What follows belongs to an exercise in optimizing a design on an open flow for small area; a production flow would make more cautious choices.
In this exercise RTL edits were held to simulation tests only and were not proved equivalent to the original.

### flow/config.mk
export PLATFORM = sky130hd
export DESIGN_NAME = comparator_latch
export DESIGN_NICKNAME = comparator_latch
export VERILOG_FILES = /design/flow/design.v
export SDC_FILE = /design/flow/constraint.sdc
export NUM_CORES = 4
export LEC_CHECK = 0
export ABC_AREA = 1
export CAP_MARGIN = 20
export CORE_MARGIN = 2
export CORE_UTILIZATION = 40
export CTS_BUF_LIST = sky130_fd_sc_hd__clkbuf_2
export SLEW_MARGIN = 20
export SYNTH_HIERARCHICAL = 1
export SYNTH_MINIMUM_KEEP_SIZE = 0
### flow/constraint.sdc
create_clock -name core_clock -period 26.0 [get_ports {clk}]
set_input_delay 5.2000 -clock core_clock [delete_from_list [all_inputs] [get_ports {clk}]]
set_output_delay 5.2000 -clock core_clock [all_outputs]
set_load 0.01 [all_outputs]
### flow/design.v
module comparator_latch #
(
  parameter n_to_response_time = -1038,
  parameter p_to_response_time = -1020,
  parameter const_response_time = 1285,
  parameter n_to_tau = -1248,
  parameter p_to_tau = 1037,
  parameter const_tau = 1042,
  parameter n_to_response_time_lh = -1752,
  parameter p_to_response_time_lh = -1006,
  parameter const_response_time_lh = 1185,
  parameter n_to_tau_lh = 1131,
  parameter p_to_tau_lh = -1115,
  parameter const_tau_lh = 1529
)
(
  input clk,
  input reset,
  input sys_clk,
  input [15-1:0] n,
  input [15-1:0] p,
  output [35-1:0] out
);
  wire g0 = p[0] & p[3];
  wire g1, g2;
  cl_fa u_g1 (.a(p[1]), .b(p[4]), .c(g0), .s(g1), .co(g2));
  wire g3, g4;
  cl_fa u_g3 (.a(p[2]), .b(p[5]), .c(g2), .s(g3), .co(g4));
  wire g5, g6;
  cl_fa u_g5 (.a(p[3]), .b(p[6]), .c(g4), .s(g5), .co(g6));
  wire g7, g8;
  cl_fa u_g7 (.a(p[4]), .b(p[7]), .c(g6), .s(g7), .co(g8));
  wire g9, g10;
  cl_fa u_g9 (.a(p[5]), .b(p[8]), .c(g8), .s(g9), .co(g10));
  wire g11, g12;
  cl_fa u_g11 (.a(p[6]), .b(p[9]), .c(g10), .s(g11), .co(g12));
  wire g13, g14;
  cl_fa u_g13 (.a(p[7]), .b(p[10]), .c(g12), .s(g13), .co(g14));
  wire g15 = ~p[11];
  wire g16, g17;
  cl_fa u_g16 (.a(p[8]), .b(g15), .c(g14), .s(g16), .co(g17));
  wire g18 = g16 ^ 1'b1;
  wire g19 = g16 & 1'b1;
  wire g20, g21;
  cl_fa u_g20 (.a(p[9]), .b(g17), .c(g19), .s(g20), .co(g21));
  wire g22 = g20 ^ 1'b1;
  wire g23 = g20 & 1'b1;
  wire g24, g25;
  cl_fa u_g24 (.a(p[10]), .b(g21), .c(g23), .s(g24), .co(g25));
  wire g26 = g24 ^ 1'b1;
  wire g27 = g24 & 1'b1;
  wire g28, g29;
  cl_fa u_g28 (.a(g15), .b(g25), .c(g27), .s(g28), .co(g29));
  wire g30 = g29 ^ 1'b1;
  wire g31 = n[0] | st[3];
  wire g32 = n[1] | st[3];
  wire g33 = n[2] | st[3];
  wire g34 = n[0] & ~st[3];
  wire g35 = n[3] | st[3];
  wire g36 = st[3] ? n[3] : n[1];
  wire g37 = n[4] | st[3];
  wire g38 = st[3] ? n[4] : n[2];
  wire g39 = n[5] | st[3];
  wire g40 = st[3] ? n[5] : ~n[6];
  wire g41 = st[3] ? n[6] : ~n[7];
  wire g42 = st[3] ? n[7] : ~n[8];
  wire g43 = g1 & st[3];
  wire g44 = st[3] ? n[3] : n[0];
  wire g45 = st[3] ? n[8] : ~n[9];
  wire g46 = st[3] ? g3 : ~p[6];
  wire g47 = st[3] ? n[4] : n[1];
  wire g48 = st[3] ? n[9] : ~n[10];
  wire g49 = st[3] ? g5 : ~p[7];
  wire g50 = st[3] ? n[5] : n[2];
  wire g51 = st[3] ? n[10] : p[0];
  wire g52 = st[3] ? g7 : ~n[11];
  wire g53 = p[8] | st[3];
  wire g54 = n[3] ^ st[3];
  wire g55 = st[3] ? n[6] : p[1];
  wire g56 = st[3] ? n[11] : ~n[12];
  wire g57 = st[3] ? g9 : ~p[9];
  wire g58 = n[4] ^ st[3];
  wire g59 = st[3] ? n[7] : p[2];
  wire g60 = st[3] ? n[12] : ~n[13];
  wire g61 = st[3] ? g11 : ~p[10];
  wire g62 = p[0] | ~st[3];
  wire g63 = n[5] ^ st[3];
  wire g64 = st[3] ? n[8] : n[14];
  wire g65 = st[3] ? n[13] : p[3];
  wire g66 = st[3] ? g13 : ~p[11];
  wire g67 = p[1] | ~st[3];
  wire g68 = n[6] ^ st[3];
  wire g69 = st[3] ? n[9] : p[4];
  wire g70 = st[3] ? g18 : ~p[12];
  wire g71 = n[14] | ~st[3];
  wire g72 = p[2] | ~st[3];
  wire g73 = n[7] ^ st[3];
  wire g74 = st[3] ? n[10] : p[5];
  wire g75 = st[3] ? g22 : ~p[13];
  wire g76 = p[3] | ~st[3];
  wire g77 = n[8] ^ st[3];
  wire g78 = st[3] ? n[11] : p[6];
  wire g79 = st[3] ? g26 : p[14];
  wire g80 = p[4] | ~st[3];
  wire g81 = n[9] ^ st[3];
  wire g82 = st[3] ? n[12] : p[7];
  wire g83 = g28 & st[3];
  wire g84 = p[5] | ~st[3];
  wire g85 = n[10] ^ st[3];
  wire g86 = st[3] ? n[13] : p[8];
  wire g87 = p[6] | ~st[3];
  wire g88 = g30 | ~st[3];
  wire g89 = n[11] ^ st[3];
  wire g90 = st[3] ? ~n[14] : p[9];
  wire g91 = p[7] | ~st[3];
  wire g92 = n[12] ^ st[3];
  wire g93 = st[3] ? ~p[8] : p[10];
  wire g94 = n[13] ^ st[3];
  wire g95 = st[3] ? ~p[9] : p[11];
  wire g96 = n[14] ^ st[3];
  wire g97 = st[3] ? ~p[10] : p[12];
  wire g98 = st[3] ? p[11] : p[13];
  wire g99 = p[14] | st[3];
  wire g100 = g34 ^ ~g35;
  wire g101 = g34 & ~g35;
  wire g102 = ~g37;
  wire g103, g104;
  cl_fa u_g103 (.a(g36), .b(g102), .c(g101), .s(g103), .co(g104));
  wire g105 = ~g39;
  wire g106, g107;
  cl_fa u_g106 (.a(g38), .b(g105), .c(g104), .s(g106), .co(g107));
  wire g108, g109;
  cl_fa u_g108 (.a(n[3]), .b(g40), .c(g107), .s(g108), .co(g109));
  wire g110, g111;
  cl_fa u_g110 (.a(n[4]), .b(g41), .c(g109), .s(g110), .co(g111));
  wire g112, g113;
  cl_fa u_g112 (.a(n[5]), .b(g42), .c(g43), .s(g112), .co(g113));
  wire g114 = g111 ^ g112;
  wire g115 = g111 & g112;
  wire g116, g117;
  cl_fa u_g116 (.a(n[6]), .b(g44), .c(g45), .s(g116), .co(g117));
  wire g118, g119;
  cl_fa u_g118 (.a(g46), .b(g113), .c(g115), .s(g118), .co(g119));
  wire g120 = ~(g116 ^ g118);
  wire g121 = g116 | g118;
  wire g122, g123;
  cl_fa u_g122 (.a(n[7]), .b(g47), .c(g48), .s(g122), .co(g123));
  wire g124, g125;
  cl_fa u_g124 (.a(g49), .b(g117), .c(g119), .s(g124), .co(g125));
  wire g126, g127;
  cl_fa u_g126 (.a(g121), .b(g122), .c(g124), .s(g126), .co(g127));
  wire g128, g129;
  cl_fa u_g128 (.a(n[8]), .b(g50), .c(g51), .s(g128), .co(g129));
  wire g130, g131;
  cl_fa u_g130 (.a(g52), .b(g123), .c(g125), .s(g130), .co(g131));
  wire g132, g133;
  cl_fa u_g132 (.a(g127), .b(g128), .c(g130), .s(g132), .co(g133));
  wire g134 = ~g53 ^ g132;
  wire g135 = ~g53 & g132;
  wire g136, g137;
  cl_fa u_g136 (.a(n[9]), .b(g54), .c(g55), .s(g136), .co(g137));
  wire g138, g139;
  cl_fa u_g138 (.a(g56), .b(g57), .c(g129), .s(g138), .co(g139));
  wire g140, g141;
  cl_fa u_g140 (.a(g131), .b(g133), .c(g135), .s(g140), .co(g141));
  wire g142, g143;
  cl_fa u_g142 (.a(g136), .b(g138), .c(g140), .s(g142), .co(g143));
  wire g144, g145;
  cl_fa u_g144 (.a(n[10]), .b(g58), .c(g59), .s(g144), .co(g145));
  wire g146, g147;
  cl_fa u_g146 (.a(g60), .b(g61), .c(g137), .s(g146), .co(g147));
  wire g148, g149;
  cl_fa u_g148 (.a(g139), .b(g141), .c(g143), .s(g148), .co(g149));
  wire g150, g151;
  cl_fa u_g150 (.a(g144), .b(g146), .c(g148), .s(g150), .co(g151));
  wire g152 = ~g62 ^ g150;
  wire g153 = ~g62 & g150;
  wire g154, g155;
  cl_fa u_g154 (.a(n[11]), .b(g63), .c(g64), .s(g154), .co(g155));
  wire g156, g157;
  cl_fa u_g156 (.a(g65), .b(g66), .c(g145), .s(g156), .co(g157));
  wire g158, g159;
  cl_fa u_g158 (.a(g147), .b(g149), .c(g151), .s(g158), .co(g159));
  wire g160, g161;
  cl_fa u_g160 (.a(g153), .b(g154), .c(g156), .s(g160), .co(g161));
  wire g162 = ~g67;
  wire g163, g164;
  cl_fa u_g163 (.a(g162), .b(g158), .c(g160), .s(g163), .co(g164));
  wire g165 = g163 ^ 1'b1;
  wire g166 = g163 & 1'b1;
  wire g167, g168;
  cl_fa u_g167 (.a(n[12]), .b(g68), .c(g69), .s(g167), .co(g168));
  wire g169, g170;
  cl_fa u_g169 (.a(g70), .b(g155), .c(g157), .s(g169), .co(g170));
  wire g171, g172;
  cl_fa u_g171 (.a(g159), .b(g161), .c(g164), .s(g171), .co(g172));
  wire g173, g174;
  cl_fa u_g173 (.a(g166), .b(g167), .c(g169), .s(g173), .co(g174));
  wire g175 = ~g171;
  wire g176, g177;
  cl_fa u_g176 (.a(g71), .b(g72), .c(g175), .s(g176), .co(g177));
  wire g178 = ~(g173 ^ ~g176);
  wire g179 = g173 | ~g176;
  wire g180, g181;
  cl_fa u_g180 (.a(n[13]), .b(g73), .c(g74), .s(g180), .co(g181));
  wire g182, g183;
  cl_fa u_g182 (.a(g75), .b(g168), .c(g170), .s(g182), .co(g183));
  wire g184, g185;
  cl_fa u_g184 (.a(g172), .b(g174), .c(g179), .s(g184), .co(g185));
  wire g186, g187;
  cl_fa u_g186 (.a(g180), .b(g182), .c(g184), .s(g186), .co(g187));
  wire g188 = ~g186;
  wire g189, g190;
  cl_fa u_g189 (.a(g76), .b(g177), .c(g188), .s(g189), .co(g190));
  wire g191 = ~g189 ^ 1'b1;
  wire g192 = ~g189 & 1'b1;
  wire g193, g194;
  cl_fa u_g193 (.a(n[14]), .b(g80), .c(g190), .s(g193), .co(g194));
  wire g195, g196;
  cl_fa u_g195 (.a(g77), .b(g78), .c(g79), .s(g195), .co(g196));
  wire g197, g198;
  cl_fa u_g197 (.a(g181), .b(g183), .c(g185), .s(g197), .co(g198));
  wire g199, g200;
  cl_fa u_g199 (.a(g187), .b(g192), .c(g195), .s(g199), .co(g200));
  wire g201 = ~g193;
  wire g202, g203;
  cl_fa u_g202 (.a(g201), .b(g197), .c(g199), .s(g202), .co(g203));
  wire g204 = g202 ^ 1'b1;
  wire g205 = g202 & 1'b1;
  wire g206, g207;
  cl_fa u_g206 (.a(g81), .b(g82), .c(g83), .s(g206), .co(g207));
  wire g208, g209;
  cl_fa u_g208 (.a(g196), .b(g198), .c(g200), .s(g208), .co(g209));
  wire g210, g211;
  cl_fa u_g210 (.a(g203), .b(g205), .c(g206), .s(g210), .co(g211));
  wire g212 = ~g208;
  wire g213, g214;
  cl_fa u_g213 (.a(g84), .b(g194), .c(g212), .s(g213), .co(g214));
  wire g215 = g210 ^ ~g213;
  wire g216 = g210 & ~g213;
  wire g217, g218;
  cl_fa u_g217 (.a(g87), .b(g88), .c(g214), .s(g217), .co(g218));
  wire g219, g220;
  cl_fa u_g219 (.a(g85), .b(g86), .c(g207), .s(g219), .co(g220));
  wire g221, g222;
  cl_fa u_g221 (.a(g209), .b(g211), .c(g216), .s(g221), .co(g222));
  wire g223 = ~g217;
  wire g224, g225;
  cl_fa u_g224 (.a(g223), .b(g219), .c(g221), .s(g224), .co(g225));
  wire g226 = g224 ^ 1'b1;
  wire g227 = g224 & 1'b1;
  wire g228, g229;
  cl_fa u_g228 (.a(g89), .b(g90), .c(g220), .s(g228), .co(g229));
  wire g230, g231;
  cl_fa u_g230 (.a(g222), .b(g225), .c(g227), .s(g230), .co(g231));
  wire g232 = ~g228;
  wire g233, g234;
  cl_fa u_g233 (.a(g91), .b(g218), .c(g232), .s(g233), .co(g234));
  wire g235 = ~(g230 ^ ~g233);
  wire g236 = g230 | ~g233;
  wire g237, g238;
  cl_fa u_g237 (.a(g92), .b(g93), .c(g229), .s(g237), .co(g238));
  wire g239, g240;
  cl_fa u_g239 (.a(g231), .b(g236), .c(g237), .s(g239), .co(g240));
  wire g241 = ~(~g234 ^ g239);
  wire g242 = ~g234 | g239;
  wire g243, g244;
  cl_fa u_g243 (.a(g94), .b(g95), .c(g238), .s(g243), .co(g244));
  wire g245, g246;
  cl_fa u_g245 (.a(g240), .b(g242), .c(g243), .s(g245), .co(g246));
  wire g247 = g245 ^ 1'b1;
  wire g248 = g245 & 1'b1;
  wire g249, g250;
  cl_fa u_g249 (.a(g97), .b(g244), .c(g246), .s(g249), .co(g250));
  wire g251 = ~g96;
  wire g252, g253;
  cl_fa u_g252 (.a(g251), .b(g248), .c(g249), .s(g252), .co(g253));
  wire g254, g255;
  cl_fa u_g254 (.a(g98), .b(g250), .c(g253), .s(g254), .co(g255));
  wire g256 = g254 ^ 1'b1;
  wire g257 = g254 & 1'b1;
  wire g258 = ~g99;
  wire g259, g260;
  cl_fa u_g259 (.a(g258), .b(g255), .c(g257), .s(g259), .co(g260));
  wire g261 = g260 ^ 1'b1;
  wire g262 = g260 & 1'b1;
  wire g263 = g262 ^ 1'b1;
  wire g264 = 8'd63 >> st[2:0];
  wire g265 = (~g31 & ~g264) | ((~g31 | ~g264) & 1'b0);
  wire g266 = 8'd63 >> st[2:0];
  wire g267 = (~g32 & ~g266) | ((~g32 | ~g266) & g265);
  wire g268 = 8'd63 >> st[2:0];
  wire g269 = (~g33 & ~g268) | ((~g33 | ~g268) & g267);
  wire g270 = 8'd63 >> st[2:0];
  wire g271 = (g100 & ~g270) | ((g100 | ~g270) & g269);
  wire g272 = 8'd63 >> st[2:0];
  wire g273 = (g103 & ~g272) | ((g103 | ~g272) & g271);
  wire g274 = 8'd63 >> st[2:0];
  wire g275 = (g106 & ~g274) | ((g106 | ~g274) & g273);
  wire g276 = 8'd63 >> st[2:0];
  wire g277 = (g108 & ~g276) | ((g108 | ~g276) & g275);
  wire g278 = 8'd63 >> st[2:0];
  wire g279 = (g110 & ~g278) | ((g110 | ~g278) & g277);
  wire g280 = 8'd21 >> st[2:0];
  wire g281 = (g114 & ~g280) | ((g114 | ~g280) & g279);
  wire g282 = 8'd25 >> st[2:0];
  wire g283 = (g120 & ~g282) | ((g120 | ~g282) & g281);
  wire g284 = 8'd33 >> st[2:0];
  wire g285 = (g126 & ~g284) | ((g126 | ~g284) & g283);
  wire g286 = 8'd43 >> st[2:0];
  wire g287 = (g134 & ~g286) | ((g134 | ~g286) & g285);
  wire g288 = 8'd39 >> st[2:0];
  wire g289 = (g142 & ~g288) | ((g142 | ~g288) & g287);
  wire g290 = 8'd53 >> st[2:0];
  wire g291 = (g152 & ~g290) | ((g152 | ~g290) & g289);
  wire g292 = 8'd57 >> st[2:0];
  wire g293 = (g165 & ~g292) | ((g165 | ~g292) & g291);
  wire g294 = 8'd63 >> st[2:0];
  wire g295 = (g178 & ~g294) | ((g178 | ~g294) & g293);
  wire g296 = 8'd1 >> st[2:0];
  wire g297 = (g191 & ~g296) | ((g191 | ~g296) & g295);
  wire g298 = 8'd63 >> st[2:0];
  wire g299 = (g204 & ~g298) | ((g204 | ~g298) & g297);
  wire g300 = 8'd43 >> st[2:0];
  wire g301 = (g215 & ~g300) | ((g215 | ~g300) & g299);
  wire g302 = 8'd13 >> st[2:0];
  wire g303 = (g226 & ~g302) | ((g226 | ~g302) & g301);
  wire g304 = 8'd49 >> st[2:0];
  wire g305 = (g235 & ~g304) | ((g235 | ~g304) & g303);
  wire g306 = 8'd43 >> st[2:0];
  wire g307 = (g241 & ~g306) | ((g241 | ~g306) & g305);
  wire g308 = 8'd13 >> st[2:0];
  wire g309 = (g247 & ~g308) | ((g247 | ~g308) & g307);
  wire g310 = 8'd15 >> st[2:0];
  wire g311 = (g252 & ~g310) | ((g252 | ~g310) & g309);
  wire g312 = 8'd27 >> st[2:0];
  wire g313 = (g256 & ~g312) | ((g256 | ~g312) & g311);
  wire g314 = 8'd57 >> st[2:0];
  wire g315 = (g259 & ~g314) | ((g259 | ~g314) & g313);
  wire g316 = 8'd57 >> st[2:0];
  wire g317 = (g261 & ~g316) | ((g261 | ~g316) & g315);
  wire g318 = 8'd7 >> st[2:0];
  wire g319 = (~g263 & ~g318) | ((~g263 | ~g318) & g317);
  wire g320 = ~~g31 | 1'b1;
  wire g321 = ~~g32 | g320;
  wire g322 = ~~g33 | g321;
  wire g323 = ~g100 | g322;
  wire g324 = ~g103 | g323;
  wire g325 = ~g106 | g324;
  wire g326 = ~g108 | g325;
  wire g327 = ~g110 | g326;
  wire g328 = ~g114 | g327;
  wire g329 = ~g120 & g328;
  wire g330 = ~g126 & g329;
  wire g331 = ~g134 & g330;
  wire g332 = ~g142 | g331;
  wire g333 = ~g152 | g332;
  wire g334 = ~g165 | g333;
  wire g335 = ~g178 | g334;
  wire g336 = ~g191 | g335;
  wire g337 = ~g204 & g336;
  wire g338 = ~g215 & g337;
  wire g339 = ~g226 & g338;
  wire g340 = ~g235 & g339;
  wire g341 = ~g241 & g340;
  wire g342 = ~g247 & g341;
  wire g343 = ~g252 | g342;
  wire g344 = ~g256 & g343;
  wire g345 = ~g259 | g344;
  wire g346 = ~g261 | g345;
  wire g347 = ~~g263 & g346;
  wire g348 = ~g347;
  wire g349 = ~~g31 | 1'b1;
  wire g350 = ~~g32 | g349;
  wire g351 = ~~g33 | g350;
  wire g352 = ~g100 | g351;
  wire g353 = ~g103 | g352;
  wire g354 = ~g106 | g353;
  wire g355 = ~g108 | g354;
  wire g356 = ~g110 & g355;
  wire g357 = ~g114 | g356;
  wire g358 = ~g120 & g357;
  wire g359 = ~g126 | g358;
  wire g360 = ~g134 & g359;
  wire g361 = ~g142 & g360;
  wire g362 = ~g152 | g361;
  wire g363 = ~g165 | g362;
  wire g364 = ~g178 | g363;
  wire g365 = ~g191 | g364;
  wire g366 = ~g204 | g365;
  wire g367 = ~g215 | g366;
  wire g368 = ~g226 | g367;
  wire g369 = ~g235 & g368;
  wire g370 = ~g241 | g369;
  wire g371 = ~g247 | g370;
  wire g372 = ~g252 | g371;
  wire g373 = ~g256 & g372;
  wire g374 = ~g259 | g373;
  wire g375 = ~g261 | g374;
  wire g376 = ~~g263 & g375;
  wire g377 = ~g376;
  wire g378 = ~~g31 | 1'b1;
  wire g379 = ~~g32 | g378;
  wire g380 = ~~g33 | g379;
  wire g381 = ~g100 | g380;
  wire g382 = ~g103 | g381;
  wire g383 = ~g106 | g382;
  wire g384 = ~g108 | g383;
  wire g385 = ~g110 | g384;
  wire g386 = ~g114 & g385;
  wire g387 = ~g120 & g386;
  wire g388 = ~g126 & g387;
  wire g389 = ~g134 | g388;
  wire g390 = ~g142 | g389;
  wire g391 = ~g152 & g390;
  wire g392 = ~g165 | g391;
  wire g393 = ~g178 | g392;
  wire g394 = ~g191 | g393;
  wire g395 = ~g204 & g394;
  wire g396 = ~g215 | g395;
  wire g397 = ~g226 | g396;
  wire g398 = ~g235 | g397;
  wire g399 = ~g241 & g398;
  wire g400 = ~g247 | g399;
  wire g401 = ~g252 & g400;
  wire g402 = ~g256 | g401;
  wire g403 = ~g259 | g402;
  wire g404 = ~g261 | g403;
  wire g405 = ~~g263 & g404;
  wire g406 = ~g405;
  wire g407 = ~~g31 | 1'b1;
  wire g408 = ~~g32 | g407;
  wire g409 = ~~g33 | g408;
  wire g410 = ~g100 | g409;
  wire g411 = ~g103 | g410;
  wire g412 = ~g106 | g411;
  wire g413 = ~g108 | g412;
  wire g414 = ~g110 & g413;
  wire g415 = ~g114 & g414;
  wire g416 = ~g120 & g415;
  wire g417 = ~g126 | g416;
  wire g418 = ~g134 | g417;
  wire g419 = ~g142 & g418;
  wire g420 = ~g152 & g419;
  wire g421 = ~g165 | g420;
  wire g422 = ~g178 | g421;
  wire g423 = ~g191 | g422;
  wire g424 = ~g204 | g423;
  wire g425 = ~g215 & g424;
  wire g426 = ~g226 | g425;
  wire g427 = ~g235 & g426;
  wire g428 = ~g241 & g427;
  wire g429 = ~g247 | g428;
  wire g430 = ~g252 | g429;
  wire g431 = ~g256 | g430;
  wire g432 = ~g259 | g431;
  wire g433 = ~g261 | g432;
  wire g434 = ~~g263 & g433;
  wire g435 = ~g434;
  wire g436 = ~~g31 | 1'b1;
  wire g437 = ~~g32 | g436;
  wire g438 = ~~g33 | g437;
  wire g439 = ~g100 | g438;
  wire g440 = ~g103 | g439;
  wire g441 = ~g106 | g440;
  wire g442 = ~g108 | g441;
  wire g443 = ~g110 | g442;
  wire g444 = ~g114 | g443;
  wire g445 = ~g120 | g444;
  wire g446 = ~g126 | g445;
  wire g447 = ~g134 | g446;
  wire g448 = ~g142 | g447;
  wire g449 = ~g152 | g448;
  wire g450 = ~g165 & g449;
  wire g451 = ~g178 | g450;
  wire g452 = ~g191 | g451;
  wire g453 = ~g204 & g452;
  wire g454 = ~g215 & g453;
  wire g455 = ~g226 | g454;
  wire g456 = ~g235 | g455;
  wire g457 = ~g241 | g456;
  wire g458 = ~g247 & g457;
  wire g459 = ~g252 & g458;
  wire g460 = ~g256 & g459;
  wire g461 = ~g259 & g460;
  wire g462 = ~g261 & g461;
  wire g463 = ~~g263 | g462;
  wire g464 = ~g463;
  wire g465 = ~~g31 | 1'b1;
  wire g466 = ~~g32 | g465;
  wire g467 = ~~g33 | g466;
  wire g468 = ~g100 | g467;
  wire g469 = ~g103 | g468;
  wire g470 = ~g106 | g469;
  wire g471 = ~g108 | g470;
  wire g472 = ~g110 | g471;
  wire g473 = ~g114 & g472;
  wire g474 = ~g120 | g473;
  wire g475 = ~g126 | g474;
  wire g476 = ~g134 | g475;
  wire g477 = ~g142 | g476;
  wire g478 = ~g152 | g477;
  wire g479 = ~g165 | g478;
  wire g480 = ~g178 | g479;
  wire g481 = ~g191 | g480;
  wire g482 = ~g204 | g481;
  wire g483 = ~g215 & g482;
  wire g484 = ~g226 & g483;
  wire g485 = ~g235 | g484;
  wire g486 = ~g241 & g485;
  wire g487 = ~g247 & g486;
  wire g488 = ~g252 & g487;
  wire g489 = ~g256 & g488;
  wire g490 = ~g259 | g489;
  wire g491 = ~g261 | g490;
  wire g492 = ~~g263 & g491;
  wire g493 = ~g492;
  wire g494 = (st[2:0] == 3'd1) ? ((g348 & ~g377) | g464) : (st[2:0] == 3'd2) ? ((g348 & ~g406) | g464) : (st[2:0] == 3'd3) ? (~g493 | (g348 & ~g435) | g464) : (st[2:0] != 3'd0);
  wire g495 = (n[0] & ~p[0]) | ((n[0] | ~p[0]) & 1'b0);
  wire g496 = (n[1] & ~p[1]) | ((n[1] | ~p[1]) & g495);
  wire g497 = (n[2] & ~p[2]) | ((n[2] | ~p[2]) & g496);
  wire g498 = (n[3] & ~p[3]) | ((n[3] | ~p[3]) & g497);
  wire g499 = (n[4] & ~p[4]) | ((n[4] | ~p[4]) & g498);
  wire g500 = (n[5] & ~p[5]) | ((n[5] | ~p[5]) & g499);
  wire g501 = (n[6] & ~p[6]) | ((n[6] | ~p[6]) & g500);
  wire g502 = (n[7] & ~p[7]) | ((n[7] | ~p[7]) & g501);
  wire g503 = (n[8] & ~p[8]) | ((n[8] | ~p[8]) & g502);
  wire g504 = (n[9] & ~p[9]) | ((n[9] | ~p[9]) & g503);
  wire g505 = (n[10] & ~p[10]) | ((n[10] | ~p[10]) & g504);
  wire g506 = (n[11] & ~p[11]) | ((n[11] | ~p[11]) & g505);
  wire g507 = (n[12] & ~p[12]) | ((n[12] | ~p[12]) & g506);
  wire g508 = (n[13] & ~p[13]) | ((n[13] | ~p[13]) & g507);
  wire g509 = (n[14] & ~p[14]) | ((n[14] | ~p[14]) & g508);
  wire done1 = g319;
  wire done2 = g494;
  wire n_gt_p = g509;
  reg [3:0] st;
  reg prev_sys_clk;
  wire [2:0] cnt = st[2:0];
  wire start = ~prev_sys_clk & sys_clk & n_gt_p & (~n[14] | (n[13:0] == 14'd0));
  always @(posedge clk) prev_sys_clk <= sys_clk;
  always @(posedge clk) begin
    if (reset) st <= 4'd7;
    else if (st == 4'd7 || st == 4'd13) st <= start ? 4'd0 : 4'd13;
    else if (st == 4'd14) st <= (prev_sys_clk & ~sys_clk) ? 4'd8 : 4'd14;
    else if (st == 4'd15) st <= 4'd15;
    else if (~st[3]) st <= done1 ? 4'd14 : st + 4'd1;
    else st <= done2 ? 4'd15 : st + 4'd1;
  end
  wire is_r = (st == 4'd7);
  wire nz = ~((st == 4'd15) | (st[3] & (st[2:0] != 3'd0) & (st[2:0] < 3'd5)));
  assign out = {1'b0, 1'b0, 1'b0, nz, nz, 1'b0, nz, 1'b0, 1'b0, nz, nz, 1'b0, 1'b0, is_r, is_r, 1'b0, 1'b0, is_r, is_r, 1'b0, 1'b0, is_r, is_r, 1'b0, 1'b0, is_r, is_r, 1'b0, 1'b0, is_r, is_r, 1'b0, 1'b0, is_r, is_r};
endmodule
module cl_fa(input a, input b, input c, output s, output co);
  assign s = a ^ b ^ c;
  assign co = (a & b) | (a & c) | (b & c);
endmodule
### flow/flow/run.sh
#!/bin/bash
set -euo pipefail
bash standard.sh "BUFFER_PORTS_ARGS=-buffer_cell sky130_fd_sc_hd__buf_1" finish > make_finish.log 2>&1
### flow/standard.sh
#!/bin/bash
# synth_recipe.tcl (not shown) runs the flow's synth.tcl, then flattens the netlist and writes it again
# the make line also repeats each setting of config.mk as NAME=value (left out here)
make -C /OpenROAD-flow-scripts/flow DESIGN_CONFIG=/design/flow/config.mk WORK_HOME=/design/flow/orfs CLKGATE_MAP_FILE= SYNTH_SCRIPT=/design/flow/synth_recipe.tcl "${@:-finish}"
==> summary.md, run 1 <==
| Metric | Value |
|---|---|
| Post-synth ARST share | `0` |
| Die width | `slightly above 100 um` |
| Worst r2r dst | `st[0]` |
| Slowest stage delay, CP | `0.64 ns` |
| Worst Hold Class | `reg -> reg` |
| Share of the synthesized area in the top cell type | `0.3705` |
| Post-DR wirelength/cell | `~15 um` |
| Mapped cell area | `3836 um2` |
| Slew Viols, Final | `0` |
| Synth top area cells | `fa_1, nand2_1, inv_1` |
| Cell Rows | `35` |
| Total GRT Usage | `0.1970` |
| First-pass GRT wire length | `between 15 and 20 mm` |
| Slowest cell on crit path | `fa_1` |
| Share of post-route cells with drive strength above 1 | `0.06579` |
| DRT Pass-1 Iters | `5` |
| Post-synth EDFFs | `0` |
| GRT Max-Usage Layer | `met2` |
| GR Util met2 | `0.3360` |
| CTS tree | `yes` |
| Clk_skew | `0.001942 ns` |
| Minimum clock period | `roughly 23 ns` |
| Initial DRC Count | `205` |
| Commonest cells in the netlist | `nand2_1, inv_1, fa_1` |
| RSZ-0062 raised after global routing | `no` |
| Critical Path Fanout Max | `6` |
| CP Launch Type | `primary input` |
| WP data arrival | `~23 ns` |
| Hold Buf Count CTS | `0` |
| Reg2reg start | `st[3]` |
| Yosys top cell by area | `fa_1` |
| H-tree level count | `1` |
| Num CTS Buffers | `3` |
| Ys Warns | `7` |
| Mapped Avg Cell Area | `7.537 um2` |
| Register area share after synthesis | `0.02609` |
| Core area | `9284 um2` |
| Nets@finish | `between 600 and 700` |
| Max-Cap Viols | `0` |
| GRT overflow | `0` |
| Total number of vias | `roughly 3.4k` |
| Final RePlAce weighted congestion | `approximately 0.88` |
| DR DRC count | `0` |
| Total wire length | `between 9 and 10 mm` |
| Number of I/O port buffers | `49` |
| Slew margin rel. | `0.5944` |
| Vias in the first global route | `~3.3k` |
| Synth Register Bits | `5` |
| Via density | `roughly 5.1` |
| Die H | `101.9 um` |
| Final hold vios | `0` |
| PostCTS Resize Cnt | `0` |
| Initial antenna violation count | `0` |
| WS Path Type | `in -> reg` |
| Met1 Use GR | `0.2940` |
| CTS Root Cell | `clkbuf_2` |
| Post-Synthesis Cells | `slightly above 500` |
| Critical Path End Type | `flop` |
| Hold WS | `approximately 0.7 ns` |
| Synth cell types | `43` |
| Hpwl dp | `~8.4 mm` |
| Peak Freq | `43.40 MHz` |
| ANT cells | `0` |
| Status | `complete, no violations` |
| Reg-to-reg slack, setup | `6.93 ns` |
| Most used cell, CP | `fa_1` |
| Fin crit share | `0.8863` |
| Hold path start | `prev_sys_clk` |
| Worst-Skew Late Latency | `between 0.2 and 0.25 ns` |
| Critical Path RT | `around 26 ns` |
| Worst r2r path cells | `between 50 and 60` |
| IO Count | `68` |
| Clock buffer depth | `2` |
| Grt met3 use | `0.009576` |
| Routed Antenna Nets | `0` |
| Starting Density | `0.4132` |
| Setup TNS | `0 ns` |
| WHS Path Cells | `6` |
| Worst-Margin Slew | `between 0.6 and 0.7 ns` |
| Clock transition at path regs | `0.05 ns` |
| Endpoint, Worst Hold | `st[2]` |
| Main synth FF type | `dfxtp_1` |
| Largest net degree at the start of global routing | `54` |
| Postcts setup bufs | `0` |
| Layout area overhead | `3.001%` |
| Final Setup Violations | `0` |
| Die Area | `10,390 um2` |
| # clock sinks | `5` |
| Most frequent cell after synthesis | `nand2_1` |
==> Yosys stat by module (local to each module, per instance) <==
module	flops+latches	copies in the design
cl_fa	0	71
comparator_latch	5	1
==> per-stage QoR <==
step,instance area (um2),setup slack (ns),utilization,cells
floorplan,3900,3.809,-,526
detailed placement,3926,2.682,0.4229,657
finish,3951,2.957,0.4256,661
global placement,3926,2.984,0.4229,657
global route,3951,2.074,0.4256,661
CTS,3946,2.885,0.4251,661
==> per-layer routing <==
layer	share of wire	wire length, um
met1	0.46	4430
met2	0.49	4706
met3	0.047	450
met4	0.0033	32
met5	0	0
==> cells by family (layout without fill, tap and decap cells) <==
kind of cell	count (synthesis)	after routing	share of synthesized area
AND/OR/NAND/NOR	188	188	0.2231
buffers and inverters	131	137	0.1680
XOR/XNOR	7	7	0.01598
AO/OA/AOI/OAI	87	87	0.1334
flip-flops	5	5	0.02609
adder cells (fa/ha/maj)	90	90	0.4325
other	1	18	0.0009775
==> worst max-delay path: cells and delay by family <==
family | cells | cell delay [ns]
buf+inv | 10 | 0.76
compound gates | 2 | 0.29
fa+ha+maj | 40 | 15.99
simple gates | 7 | 0.90
==> flip-flops by register name (all words and copies together) (netlist names) <==
name / flops
prev_sys_clk: 1
st: 4
==> layout by cell type, fill, tap and decap left out, drive strengths merged <==
| cell | instances |
|---|---|
| o21ai | 33 |
| o21bai | 3 |
| a31o | 1 |
| nor3 | 9 |
| o2111ai | 1 |
| fa | 71 |
| buf | 50 |
| a22oi | 2 |
| nand3 | 27 |
| a31oi | 3 |
| nor4 | 5 |
| xor2 | 7 |
| nand2 | 102 |
| a211oi | 1 |
| ha | 19 |
| o22ai | 6 |
| o31ai | 2 |
| clkbuf | 4 |
| nor2 | 37 |
| o211ai | 3 |
| a41oi | 1 |
| dfxtp | 5 |
| o221ai | 2 |
| o311ai | 1 |
| inv | 83 |
| nand4 | 3 |
| conb | 18 |
| a21oi | 27 |
| or2 | 5 |
| a311oi | 1 |
==> cell type report <==
type | instances | area (um2)
inverter | 83 | 316.6
clock buffer | 4 | 20.02
tap | 129 | 161.4
fill | 999 | 5333
timing repair buffer | 50 | 191.4
multi-input combinational | 390 | 3161
sequential | 5 | 101.3
==> worst max-delay path by stage <==
stage | end | startpoint
finish | st[0] | n[3]
global route | st[2] | n[3]
CTS | st[0] | n[3]
detailed placement | st[0] | n[3]
global placement | st[0] | n[3]
floorplan | st[0] | n[3]
==> run 2, diff against run 1 <==
==> flow/flow/run.sh (replaced) <==
#!/bin/bash
# The standard layout, with two changes:
#  - ABC maps the logic for area only (map -a, no buffering or upsizing), from a copy of
#    ORFS's scripts whose abc_area.script is replaced (ABC_AREA is 1 in config.mk);
#  - the port buffers are made from the smallest buffer cell.
set -euo pipefail
rm -rf scripts_area
cp -r "$FLOW_HOME/scripts" scripts_area
printf 'strash\ndch\nmap -a\ntopo\nstime -c\ndnsize -c\n' > scripts_area/abc_area.script
bash standard.sh "SCRIPTS_DIR=$PWD/scripts_area" \
  "BUFFER_PORTS_ARGS=-buffer_cell sky130_fd_sc_hd__buf_1" finish > make_finish.log 2>&1
==> run 2 against run 1 <==
  * Count of clock-buffer cells in the layout unchanged
  * Synthesized cell count decreased by 14%
  * Worst setup slack got worse by 0.66 ns
  * Maximum frequency decreased by 2.8%
  * Critical endpoint unchanged
==> summary.md, run 2 <==
| Metric | Value |
|---|---|
| Post-synthesis compound-gate area fraction | `0.1544` |
| Most frequent cell after synthesis | `clkinv_1` |
| Mux cell area share after synthesis | `0` |
| Synth Area in Adders | `0.5014` |
| Xor/xnor share of the synthesized area | `0.01728` |
| # clock sinks | `5` |
| Ys Warns | `7` |
| Share of the synthesized area in the top cell type | `0.4006` |
| Total wire length | `a little over 9 mm` |
| Synth cell types | `33` |
| Post-route design area | `about 3700 um2` |
| Final RePlAce weighted congestion | `about 0.96` |
| Commonest non-fill, non-tap cell in the layout | `clkinv_1` |
| Postcts setup bufs | `0` |
| WP data arrival | `roughly 24 ns` |
| Main synth FF type | `dfxtp_1` |
| Placed cell count | `between 500 and 600` |
| Final cell count without fillers | `around 600` |
| Final hold vios | `0` |
| Hpwl dp | `8.019 mm` |
| WS Path Type | `in -> reg` |
| Post-synth ARST share | `0` |
| Largest family of logic cells by synthesized area | `adder cells` |
| Largest net degree at the start of global routing | `54` |
| Clk_skew | `between 0.005 and 0.006 ns` |
| Yosys top cell by area | `fa_1` |
| Critical Path RT | `around 26 ns` |
| Post-Synthesis Cells | `440` |
| Layout area overhead | `4.408%` |
| Most used cell, CP | `fa_1` |
| Largest reg by FF count | `st` |
| Total number of vias | `roughly 3.1k` |
| Share of post-route cells with drive strength above 1 | `0.01677` |
| Critical Path Fanout Max | `5` |
| Worst-Margin Slew | `0.6214 ns` |
| Clock transition at path regs | `approximately 0.06 ns` |
| Setup TNS | `0 ns` |
| DR DRC count | `0` |
| Die H | `around 98 um` |
| Slowest stage delay, CP | `0.61 ns` |
| Area of the multi-input gates | `between 2000 and 3000 um2` |
| Slowest cell on crit path | `fa_1` |
| Fillcell total | `955` |
| Mapped cell area | `between 3000 and 4000 um2` |
| Top flop regs | `st x4, prev_sys_clk x1` |
| Post-DR wirelength/cell | `~16 um` |
| Total GRT Usage | `0.2017` |
| Clock buffer depth | `2` |
| Num CTS Buffers | `3` |
| Critical Path End Type | `flop` |
| Vias in the first global route | `roughly 3.1k` |
| Die Area | `9640 um2` |
| Status | `complete, no violations` |
| GRT overflow | `0` |
| Worst-Skew Late Latency | `about 0.22 ns` |
| Peak Freq | `42.19 MHz` |
| Placed inst area | `3685 um2` |
| Initial antenna violation count | `0` |
| Most frequent cells in the layout | `clkinv_1, fa_1, nor2_1` |
| Nets@finish | `601` |
| Initial DRC Count | `between 150 and 200` |
| Simple-gate share of the synthesized area | `0.1474` |
| Fin crit share | `0.9116` |
| Slew Viols, Final | `0` |
| Slew margin rel. | `0.5842` |
| Mapped Avg Cell Area | `8.065 um2` |
| Post-synth EDFFs | `0` |
| Worst Hold Class | `reg -> reg` |
| Die width | `~100 um` |
| PostCTS Resize Cnt | `0` |
| Core area | `just under 9000 um2` |
| Hold Buf Count CTS | `0` |
| First-pass GRT wire length | `between 15 and 20 mm` |
| Cell Rows | `34` |
| Final Setup Violations | `0` |
| CTS Root Cell | `clkbuf_2` |
| CP Launch Type | `primary input` |
| Commonest cells in the netlist | `clkinv_1, fa_1, nor2_1` |
| ANT cells | `0` |
| DRT Pass-1 Iters | `4` |
| Via density | `approximately 5.3` |
| Max reg flops | `4` |
| H-tree level count | `1` |
| Starting Density | `0.4089` |
| IO Count | `slightly below 70` |
| Max-Cap Viols | `0` |
| Synth Register Bits | `5` |
| Core Util, Final | `0.4269` |
| Synth top area cells | `fa_1, clkinv_1, buf_4` |
| Routed Antenna Nets | `0` |
| RSZ-0062 raised after global routing | `no` |
| Minimum clock period | `around 24 ns` |
| Register area | `around 100 um2` |
| Register area share after synthesis | `0.02821` |
| Number of I/O port buffers | `between 40 and 50` |
| CTS tree | `yes` |
## run 2: changes by cell type after synthesis, moves of 10 or more
cell and delta:
clkinv_1 +72, inv_1 -80, maj3_1 +12, nand2_1 -61
nand3_2 -10, nor2_1 +15
## run 2: stage by stage
step / setup slack, ns / hold WS, ns
2_1_floorplan: 3.344 / 0.5053
3_3_place_gp: 2.416 / 0.5712
4_1_cts: 2.286 / 0.5949
6_report: 2.298 / 0.5978
3_5_place_dp: 2.038 / 0.5696
5_1_grt: 1.379 / 0.6312
## run 2: final timing paths
| path | to | slack, ns | startpoint | cells after the start |
|---|---|---|---|---|
| max | st[0] | 2.30 | n[3] | 60 |
| min reg2reg | st[2] | 0.60 | prev_sys_clk | 2 |
| max reg2reg | st[0] | 6.88 | st[3] | 60 |
| min | st[2] | 0.60 | prev_sys_clk | 2 |
## run 2: metal layers
metal | routed length, um | vias to the layer above | global-route usage
met5 | 0 | - | 0
met4 | 119 | 0 | 0.03583
met3 | 457 | 11 | 0.007874
met2 | 4334 | 120 | 0.3425
met1 | 4278 | 1489 | 0.2930
li1 | - | 1496 | -
## run 2: modules after synthesis (local to each module, per instance)
module | cell area [um2] | flip-flops and latches
cl_fa | 20.02 | 0
comparator_latch | 2127 | 5
## run 2: layout make-up
type	instances	area share
clock buffers	4	0.005404
inverters	72	0.07295
multi-input cells	345	0.8041
flip-flops and latches	5	0.02736
well taps	108	0.03647
repair buffers	51	0.05370
## run 2: logic make-up (layout without fill, tap and decap cells)
family / Yosys count / in the layout
buf+inv: 107 / 127
flops: 5 / 5
xor+xnor: 7 / 7
simple gates: 123 / 123
fa+ha+maj: 102 / 102
other cells: 1 / 18
compound gates: 95 / 95
## run 2: worst max-delay path, delay by kind of cell
family | cells | cell delay, ns
simple gates | 4 | 0.40
compound gates | 5 | 1.04
fa+ha+maj | 40 | 16.02
buf+inv | 11 | 1.12

## re-timing with driven ports
How much do the figures lean on ideal ports? The routed layouts below were timed once more, with nothing changed but the port constraints.
Step 1 assumes that a clkbuf_16 drives the clock port and a buf_2 every other input.
Step 2 also shifts input and output timing later by t, the mid clock arrival at the registers, as if the neighbouring blocks saw the same clock.
Slacks: ideal ports / drivers / drivers and shift; pairs: ideal ports / drivers.
| run | shift t [ns] | setup WS [ns] | worst setup path at the end | slew at the worst register clock pin (ns) |
|---|---|---|---|---|
| run 1 | 0.228 | 2.957 / 2.951 / 2.723 | input to register | 0.05 / 0.05 |
| run 2 | 0.236 | 2.298 / 2.291 / 2.055 | input to register | 0.06 / 0.06 |
After both steps every run listed still meets setup and hold. For run 2, which loses most, drivers alone change the setup slack by -0.007 ns; drivers and shift together by -0.243 ns.
